What follows belongs to an exercise in optimizing a design on an open flow for small area, a short achievable clock period and few clock cycles; a production flow would make more cautious choices.
RTL that was checked went through simulation tests only; none was proved equivalent to the original.
For run 2, only the layout was checked, not whether the RTL still works.

==> flow/design.v, too long to show whole: its modules and the start of the top module <==
// module brv32p_muldiv: 1433 lines
// module pfx_add: 41 lines
module brv32p_muldiv (
  input  logic        clk,
  input  logic        rst_n,
  input  logic        start,
  input  logic        hold,        
  input  logic [2:0]  op,          
  input  logic [31:0] a,           
  input  logic [31:0] b,           
  output logic [31:0] result,
  output logic        busy,
  output logic        valid        
);
  // ...
==> flow/flow/run.sh <==
#!/bin/bash
# Own flow: the standard layout, except that the synthesis maps the logic
# with an area-oriented ABC script (flow/abc_area.script) in place of ORFS's
# speed script. Everything else, registers included, is the standard synthesis:
# the same synth_recipe.tcl and ORFS synth.tcl, with only the abc call's script
# swapped and synth's fine stage run without its generic abc pass. Timing is
# then repaired by the standard placement and CTS steps.
# Port buffers are buf_2 cells instead of ORFS's default pick.
set -euo pipefail
W=$(pwd)
FLOWDIR=$(cd "$(dirname "${BASH_SOURCE[0]}")" && pwd)

# ORFS synth.tcl with the abc script replaced
sed "s#log_cmd abc {\*}\$abc_args#log_cmd abc {*}[lreplace \$abc_args 0 1 -script $FLOWDIR/abc_area.script]#" \
  "$FLOW_HOME/scripts/synth.tcl" > "$W/own_synth_body.tcl"
grep -q "abc_area.script" "$W/own_synth_body.tcl"
# no generic abc pass inside synth's fine stage: extract_fa then finds the
# design's adders in their own polarity, without inverters between them
sed -i "s#synth -top \$::env(DESIGN_NAME) -run fine: {\*}\$synth_full_args#synth -top \$::env(DESIGN_NAME) -run fine: -noabc {*}\$synth_full_args#" "$W/own_synth_body.tcl"
grep -q "run fine: -noabc" "$W/own_synth_body.tcl"
sed "s#source \$::env(SCRIPTS_DIR)/synth.tcl#source $W/own_synth_body.tcl#" \
  "$W/synth_recipe.tcl" > "$W/own_synth.tcl"
grep -q "own_synth_body.tcl" "$W/own_synth.tcl"

# standard.sh with the synthesis script swapped, for the synthesis step only
sed "s#SYNTH_SCRIPT=[^ ]*#SYNTH_SCRIPT=$W/own_synth.tcl#" "$W/standard.sh" > "$W/own_standard.sh"
grep -q "own_synth.tcl" "$W/own_standard.sh"
# standard.sh whose port buffers are buf_2 cells (ORFS's default pick is a
# delay cell); every port still gets its buffer
sed "s#CLKGATE_MAP_FILE= #CLKGATE_MAP_FILE= BUFFER_PORTS_ARGS=-buffer_cell\\\\ sky130_fd_sc_hd__buf_2 #" "$W/standard.sh" > "$W/own_finish.sh"
grep -q "BUFFER_PORTS_ARGS" "$W/own_finish.sh"

bash "$W/own_standard.sh" synth > "$W/synth_make.log" 2>&1
bash "$W/own_finish.sh" finish > "$W/finish_make.log" 2>&1
test -f "$W/out/final.def"
==> flow/flow/abc_area.script <==
&get -n
&st
&dch
&nf -D 11000
&put
topo
stime -c
==> flow/standard.sh <==
#!/bin/bash
# synth_recipe.tcl (not shown) runs the flow's synth.tcl, then flattens the netlist and writes it again
# the make line also repeats each setting of config.mk as NAME=value (left out here)
make -C /OpenROAD-flow-scripts/flow DESIGN_CONFIG=/design/flow/config.mk WORK_HOME=/design/flow/orfs CLKGATE_MAP_FILE= SYNTH_SCRIPT=/design/flow/synth_recipe.tcl "${@:-finish}"
==> flow/config.mk <==
export PLATFORM = sky130hd
export DESIGN_NAME = brv32p_muldiv
export DESIGN_NICKNAME = brv32p_muldiv
export VERILOG_FILES = /design/flow/design.v
export SDC_FILE = /design/flow/constraint.sdc
export NUM_CORES = 8
export LEC_CHECK = 0
export CAP_MARGIN = 20
export CORE_MARGIN = 2
export CORE_UTILIZATION = 55
export PLACE_DENSITY = 0.7
export SETUP_SLACK_MARGIN = 2
export SLEW_MARGIN = 20
==> flow/constraint.sdc <==
create_clock -name core_clock -period 16.0 [get_ports {clk}]
set_input_delay 3.2000 -clock core_clock [delete_from_list [all_inputs] [get_ports {clk}]]
set_output_delay 3.2000 -clock core_clock [all_outputs]
set_load 0.01 [all_outputs]
==> run notes, run 1 <==
setup bufs post-CTS 2; crit start category input pin; tapcell count 931; min cycle time layout 13840 ps; pre-CTS setup slack 1381 ps; maximum clock rate 72.27 MHz; FFs & Latches 107; Critical Path End Type output port; first-pass GRT wire length 229.7 mm; Worst Tran Pin Value 1259 ps; Net count, final 5376; final hold vios 0; top post-synthesis cells by area fa_1 (29%), xnor2_1 (16%), a22oi_1 (10%); CP peak stage delay 660 ps; Yosys top cell by area fa_1; Routed WL per cell 28.81 um; number of clock buffers in the layout 10; worst path cell trace buf_2, ha_1, nand2b_1, clkinv_2, xnor2_1, fa_1, fa_1, fa_1, fa_1, fa_1, ha_1, a21oi_2, o21ai_0, a21o_1, a21oi_4, o21bai_2, nand3_1, nand2_1, nand3_1, nand2_1, fa_1, a221oi_1, o21ai_0, buf_2; post-synth cell types 57; CTS tree done; main combinational cell family by area after synthesis adder cells; non-clk buf share 0.05256; Die Height 268.2 um; Clock-cell share 0.006893; status finished clean; Clk pin slew, worst setup/hold paths 70 ps; top flop regs dv_r (36), rem_r (32), quo_r (30); Slew HR 0.1569; start of the worst register-to-register path dv_r[28]$_DFFE_PP_; Finished Cell Area 42660 um^2; post-synthesis xor/xnor area fraction 0.1832; routability-driven placement congestion ratio 1.033; largest net degree at the start of global routing 85; #MultiIn Comb 3869
Testbench counts, summed over its fixed seeds: cycles 17,273.
==> run 2, diff against run 1 <==
--- a/flow/design.v
+++ b/flow/design.v
@@ -125,67 +125,67 @@
   logic s945, c946, s947, c948, s949, c950, s951, c952, s953, c954, s955, c956, s957, c958, s959, c960;
   logic s961, c962, s963, c964, s965, c966, s967, c968, s969, c970, s971, c972, s973, c974, s975, c976;
   logic s977, c978, s979, c980, s981, c982, s983, c984, s985, c986, s987, c988, s989, c990, s991, c992;
   logic s993, c994, s995, c996, s997, c998, s999, c1000, s1001, c1002, s1003, c1004, s1005, c1006, s1007, c1008;
   logic s1009, c1010, s1011, c1012, s1013, c1014, s1015, c1016, s1017, c1018, s1019, c1020, s1021, c1022, s1023, c1024;
   logic s1025, c1026, s1027, c1028, s1029, c1030, s1031, c1032, s1033, c1034, s1035, c1036, s1037, c1038, s1039, c1040;
   logic s1041, c1042, s1043, c1044, s1045, c1046, s1047, c1048, s1049, c1050, s1051, c1052, s1053, c1054;
   logic [63:0] sum_a, sum_b;
-  assign bneg[0] = my[2] & ~(my[1] & my[0]);
   assign bone[0] = my[1] ^ my[0];
-  assign btwo[0] = (my[2] & ~my[1] & ~my[0]) | (~my[2] & my[1] & my[0]);
-  assign bneg[1] = my[4] & ~(my[3] & my[2]);
+  assign bneg[0] = my[2] & (bone[0] | ~my[1]);
+  assign btwo[0] = (my[2] ^ my[1]) & ~bone[0];
   assign bone[1] = my[3] ^ my[2];
-  assign btwo[1] = (my[4] & ~my[3] & ~my[2]) | (~my[4] & my[3] & my[2]);
-  assign bneg[2] = my[6] & ~(my[5] & my[4]);
+  assign bneg[1] = my[4] & (bone[1] | ~my[3]);
+  assign btwo[1] = (my[4] ^ my[3]) & ~bone[1];
   assign bone[2] = my[5] ^ my[4];
-  assign btwo[2] = (my[6] & ~my[5] & ~my[4]) | (~my[6] & my[5] & my[4]);
-  assign bneg[3] = my[8] & ~(my[7] & my[6]);
+  assign bneg[2] = my[6] & (bone[2] | ~my[5]);
+  assign btwo[2] = (my[6] ^ my[5]) & ~bone[2];
   assign bone[3] = my[7] ^ my[6];
-  assign btwo[3] = (my[8] & ~my[7] & ~my[6]) | (~my[8] & my[7] & my[6]);
-  assign bneg[4] = my[10] & ~(my[9] & my[8]);
+  assign bneg[3] = my[8] & (bone[3] | ~my[7]);
+  assign btwo[3] = (my[8] ^ my[7]) & ~bone[3];
   assign bone[4] = my[9] ^ my[8];
-  assign btwo[4] = (my[10] & ~my[9] & ~my[8]) | (~my[10] & my[9] & my[8]);
-  assign bneg[5] = my[12] & ~(my[11] & my[10]);
+  assign bneg[4] = my[10] & (bone[4] | ~my[9]);
+  assign btwo[4] = (my[10] ^ my[9]) & ~bone[4];
   assign bone[5] = my[11] ^ my[10];
-  assign btwo[5] = (my[12] & ~my[11] & ~my[10]) | (~my[12] & my[11] & my[10]);
-  assign bneg[6] = my[14] & ~(my[13] & my[12]);
+  assign bneg[5] = my[12] & (bone[5] | ~my[11]);
+  assign btwo[5] = (my[12] ^ my[11]) & ~bone[5];
   assign bone[6] = my[13] ^ my[12];
-  assign btwo[6] = (my[14] & ~my[13] & ~my[12]) | (~my[14] & my[13] & my[12]);
-  assign bneg[7] = my[16] & ~(my[15] & my[14]);
+  assign bneg[6] = my[14] & (bone[6] | ~my[13]);
+  assign btwo[6] = (my[14] ^ my[13]) & ~bone[6];
   assign bone[7] = my[15] ^ my[14];
-  assign btwo[7] = (my[16] & ~my[15] & ~my[14]) | (~my[16] & my[15] & my[14]);
-  assign bneg[8] = my[18] & ~(my[17] & my[16]);
+  assign bneg[7] = my[16] & (bone[7] | ~my[15]);
+  assign btwo[7] = (my[16] ^ my[15]) & ~bone[7];
   assign bone[8] = my[17] ^ my[16];
-  assign btwo[8] = (my[18] & ~my[17] & ~my[16]) | (~my[18] & my[17] & my[16]);
-  assign bneg[9] = my[20] & ~(my[19] & my[18]);
+  assign bneg[8] = my[18] & (bone[8] | ~my[17]);
+  assign btwo[8] = (my[18] ^ my[17]) & ~bone[8];
   assign bone[9] = my[19] ^ my[18];
-  assign btwo[9] = (my[20] & ~my[19] & ~my[18]) | (~my[20] & my[19] & my[18]);
-  assign bneg[10] = my[22] & ~(my[21] & my[20]);
+  assign bneg[9] = my[20] & (bone[9] | ~my[19]);
+  assign btwo[9] = (my[20] ^ my[19]) & ~bone[9];
   assign bone[10] = my[21] ^ my[20];
-  assign btwo[10] = (my[22] & ~my[21] & ~my[20]) | (~my[22] & my[21] & my[20]);
-  assign bneg[11] = my[24] & ~(my[23] & my[22]);
+  assign bneg[10] = my[22] & (bone[10] | ~my[21]);
+  assign btwo[10] = (my[22] ^ my[21]) & ~bone[10];
   assign bone[11] = my[23] ^ my[22];
-  assign btwo[11] = (my[24] & ~my[23] & ~my[22]) | (~my[24] & my[23] & my[22]);
-  assign bneg[12] = my[26] & ~(my[25] & my[24]);
+  assign bneg[11] = my[24] & (bone[11] | ~my[23]);
+  assign btwo[11] = (my[24] ^ my[23]) & ~bone[11];
   assign bone[12] = my[25] ^ my[24];
-  assign btwo[12] = (my[26] & ~my[25] & ~my[24]) | (~my[26] & my[25] & my[24]);
-  assign bneg[13] = my[28] & ~(my[27] & my[26]);
+  assign bneg[12] = my[26] & (bone[12] | ~my[25]);
+  assign btwo[12] = (my[26] ^ my[25]) & ~bone[12];
   assign bone[13] = my[27] ^ my[26];
-  assign btwo[13] = (my[28] & ~my[27] & ~my[26]) | (~my[28] & my[27] & my[26]);
-  assign bneg[14] = my[30] & ~(my[29] & my[28]);
+  assign bneg[13] = my[28] & (bone[13] | ~my[27]);
+  assign btwo[13] = (my[28] ^ my[27]) & ~bone[13];
   assign bone[14] = my[29] ^ my[28];
-  assign btwo[14] = (my[30] & ~my[29] & ~my[28]) | (~my[30] & my[29] & my[28]);
-  assign bneg[15] = my[32] & ~(my[31] & my[30]);
+  assign bneg[14] = my[30] & (bone[14] | ~my[29]);
+  assign btwo[14] = (my[30] ^ my[29]) & ~bone[14];
   assign bone[15] = my[31] ^ my[30];
-  assign btwo[15] = (my[32] & ~my[31] & ~my[30]) | (~my[32] & my[31] & my[30]);
-  assign bneg[16] = my[34] & ~(my[33] & my[32]);
+  assign bneg[15] = my[32] & (bone[15] | ~my[31]);
+  assign btwo[15] = (my[32] ^ my[31]) & ~bone[15];
   assign bone[16] = my[33] ^ my[32];
-  assign btwo[16] = (my[34] & ~my[33] & ~my[32]) | (~my[34] & my[33] & my[32]);
+  assign bneg[16] = my[34] & (bone[16] | ~my[33]);
+  assign btwo[16] = (my[34] ^ my[33]) & ~bone[16];
   assign pp0_0 = ((bone[0] & mx[0]) | (btwo[0] & 1'b0)) ^ bneg[0];
   assign pp0_1 = ((bone[0] & mx[1]) | (btwo[0] & mx[0])) ^ bneg[0];
   assign pp0_2 = ((bone[0] & mx[2]) | (btwo[0] & mx[1])) ^ bneg[0];
   assign pp0_3 = ((bone[0] & mx[3]) | (btwo[0] & mx[2])) ^ bneg[0];
   assign pp0_4 = ((bone[0] & mx[4]) | (btwo[0] & mx[3])) ^ bneg[0];
   assign pp0_5 = ((bone[0] & mx[5]) | (btwo[0] & mx[4])) ^ bneg[0];
   assign pp0_6 = ((bone[0] & mx[6]) | (btwo[0] & mx[5])) ^ bneg[0];
   assign pp0_7 = ((bone[0] & mx[7]) | (btwo[0] & mx[6])) ^ bneg[0];
==> run 2 against run 1 <==
Cell count grew 0.11%; via count grew 0.79%; global-route usage grew 1.4 points; wire length grew 6.5%; flip-flop and latch count is the same; cell area grew 1.2%; count of clock-buffer cells in the layout is the same.
==> run notes, run 2 <==
status finished clean; vias in the first global route 38070; Post-synth EDFFs 76; maxcap violations 0; Die Height 269.5 um (+0.47%); flops & latches, synth 107; drt initial violations 5691; Worst R2R Setup Slack 2980 ps; worst endpoint required time 12800 ps; Clock Skews 15.39 ps; Setup-failing EPs final 0; Area Growth Syn to Fin 11.38%; Async SR Flop Fraction 0.009346; post-synth cell types 57 (unchanged); Cells on Worst Hold Path 2; Crit Path Class in -> out; Warnings, synthesis 10; most frequent cells in the layout xnor2_1 (744), fa_1 (556), a22oi_1 (518); Slew HR 0.1910 (+0.03409); post-synthesis instance area 38760 um^2; Skew-Pair Late Insertion Delay 380 ps; Post-synth top cells xnor2_1 (748), fa_1 (563), a22oi_1 (518); Post-DRT Antenna Nets 0; sequential element share of the synthesized area 0.07501; CP top delay family adder cells; WP buf/inv 5; Worst Path Max Fanout 4; Worst Tran Pin Value 1214 ps (-45.43 ps); drt total wl 165.6 mm; CTS tree done; Via Count 38070; net count after synthesis 5086; r2r endpoint rem_r[14]$_DFFE_PP_; multi-input logic area 35770 um^2; Mapped Cells 4152; start of the worst register-to-register path cin_r$_DFFE_PP_; Critical Path End Type output port; CP peak stage delay 590 ps (-70 ps); hold endpoint quo_r[28]$_SDFFE_PP0P_; share of the synthesized area in the top cell type 0.2907; maximum clock rate 71.62 MHz (-0.89%); routability-driven placement congestion ratio 1.035 (+0.17%); global route overflow 0; FF-to-FF path depth 52; Routed WL per cell 30.64 um (+6.4%); CP max stage cell fa_1; Core ar. 69910 um^2; crit start category input pin; Top reg by flops dv_r; register area 2908 um^2; Pre-antenna DRT Iters 7; hold_buf cts 0; Finished Cell Area 43180 um^2 (+1.2%); IO buf count 104; top flop regs dv_r (36), rem_r (32), quo_r (30); FILL cells 6230; CTS sink cnt 107; most common cell after layout, fill and taps aside xnor2_1; first-pass GRT wire length 240.7 mm (+4.8%); HP Start quo_r[28]$_SDFFE_PP0P_; top-level I/O count 105; Num CTS Buffers 9; post-route setup TNS 0 ps; main flop type after synthesis edfxtp_1; unrepaired setup endpoints after global routing true; dpl cells 5337; vias per cell 7.046; max-slew violation count 0; Starting Density 0.5545; critical path arrival 10760 ps; die width 269.5 um; most numerous cell in the Yosys netlist xnor2_1; min cycle time layout 13960 ps (+124.3 ps); fin cells 5403; initial antenna violation count 6; max reg flops 36; top post-synthesis cells by area fa_1 (29%), xnor2_1 (17%), a22oi_1 (10%); Syn Area/Cell 9.336 um^2; most used cell, CP fa_1; global-route usage over all layers 0.4401; share of cells above drive strength 1 0.09260; post-route DRC violation count 0; clk buf depth 2; final hold vios 0 (unchanged); Post-Place Cell Area 41690 um^2; Util after Layout 0.6176; H-tree depth 3; Yosys top cell by area fa_1; Clk pin slew, worst setup/hold paths 90 ps (+20 ps); num rows 97; Net count, final 5389 (+0.24%); largest net degree at the start of global routing 68 (-20%); Detail Placement HPWL 119.5 mm; Clock Tree Root clkbuf_16; die area 72620 um^2; final period utilization 0.8726; worst hold path type reg -> reg
## run 2: tightest hold or removal path, cell delays in order (launching register included)
cell	delay (ps)
dfxtp_1	320
nand2_1	50
a21oi_1	50
## run 2: cell type report
class,count,area share
clock buffer,10,0.005303
multi-input combinational,3864,0.8286
antenna,3,0.0001739
inverter,184,0.01791
sequential,107,0.06735
clock inverter,6,0.001855
tap,940,0.02724
timing repair buffer,289,0.05161
## run 2: logic make-up (layout without fill, tap and decap cells)
logic type | count (synthesis) | in the layout | share of synthesized area
buffers and inverters | 184 | 489 | 0.01782
and+or+nand+nor | 842 | 845 | 0.1013
muxes | 35 | 35 | 0.009683
adders and majority gates | 863 | 863 | 0.3876
AOI/OAI and AO/OA | 1310 | 1310 | 0.2254
xor gates and xnor gates | 811 | 811 | 0.1832
other | 0 | 3 | 0
DFF | 107 | 107 | 0.07501
## run 2: worst max path at each step
| stage | startpoint | end | slack (ps) | cells after the start |
|---|---|---|---|---|
| floorplan | dv_r[28]$_DFFE_PP_ | rem_r[13]$_DFFE_PP_ | 2000 | 42 |
| global placement | b[3] | result[23] | 1310 | 29 |
| detailed placement | b[3] | result[23] | 1280 | 29 |
| CTS | b[10] | result[25] | 2000 | 25 |
| global route | b[3] | result[28] | 1850 | 30 |
| finish | b[3] | result[28] | 2040 | 30 |
## run 2: timing repair
| item | in CTS | in global routing |
|---|---|---|
| gates resized for setup | 48 | 112 |
| cloned | 1 | 5 |
| pin swaps | 3 | 30 |
| hold endpoints to repair | 0 | 0 |
| setup endpoints to repair | 59 | 59 |
| setup buffers | 10 | 31 |
## run 2: through the flow
| stage | hold slack [ps] | setup slack [ps] |
|---|---|---|
| 6_report | 459.1 | 2038 |
| 5_1_grt | 483.6 | 1848 |
| 4_1_cts | 458.1 | 1996 |
| 3_5_place_dp | 443.8 | 1284 |
| 3_3_place_gp | 439.2 | 1310 |
| 2_1_floorplan | 427.4 | 2000 |
## run 2: metal layers
layer,global-route usage,up-vias,part of all wire
met2,0.6698,3001,0.43
li1,-,15800,-
met1,0.5454,18490,0.35
met5,0.006579,-,0.00086
met3,0.1184,774,0.13
met4,0.3029,6,0.085

==> static timing again, ports no longer ideal <==
The flow's constraints put no driver on any port. The routed layouts listed below were extracted and timed again, unchanged, in two steps.
Step 1, drivers: a clkbuf_16 drives clk and a buf_2 each remaining input, both assumed.
Step 2, shift: input delay + t, output delay - t, t = (earliest + latest rising clock arrival at the registers) / 2. This alone moves slack from input paths to output paths.
Slacks: no drivers / after step 1 / after step 2; pairs: no drivers / after step 1.
run | t, ns | setup slack, ns | worst hold slack (ns)
run 1 | 0.424 | 2.163 / 2.108 / 2.108 | 0.465 / 0.465 / 0.465
run 2 | 0.425 | 2.038 / 2.017 / 2.017 | 0.459 / 0.459 / 0.459
After both steps setup and hold are still met in every run listed. For run 1, which loses most, drivers alone change the setup slack by -0.055 ns; drivers and shift together by -0.055 ns.
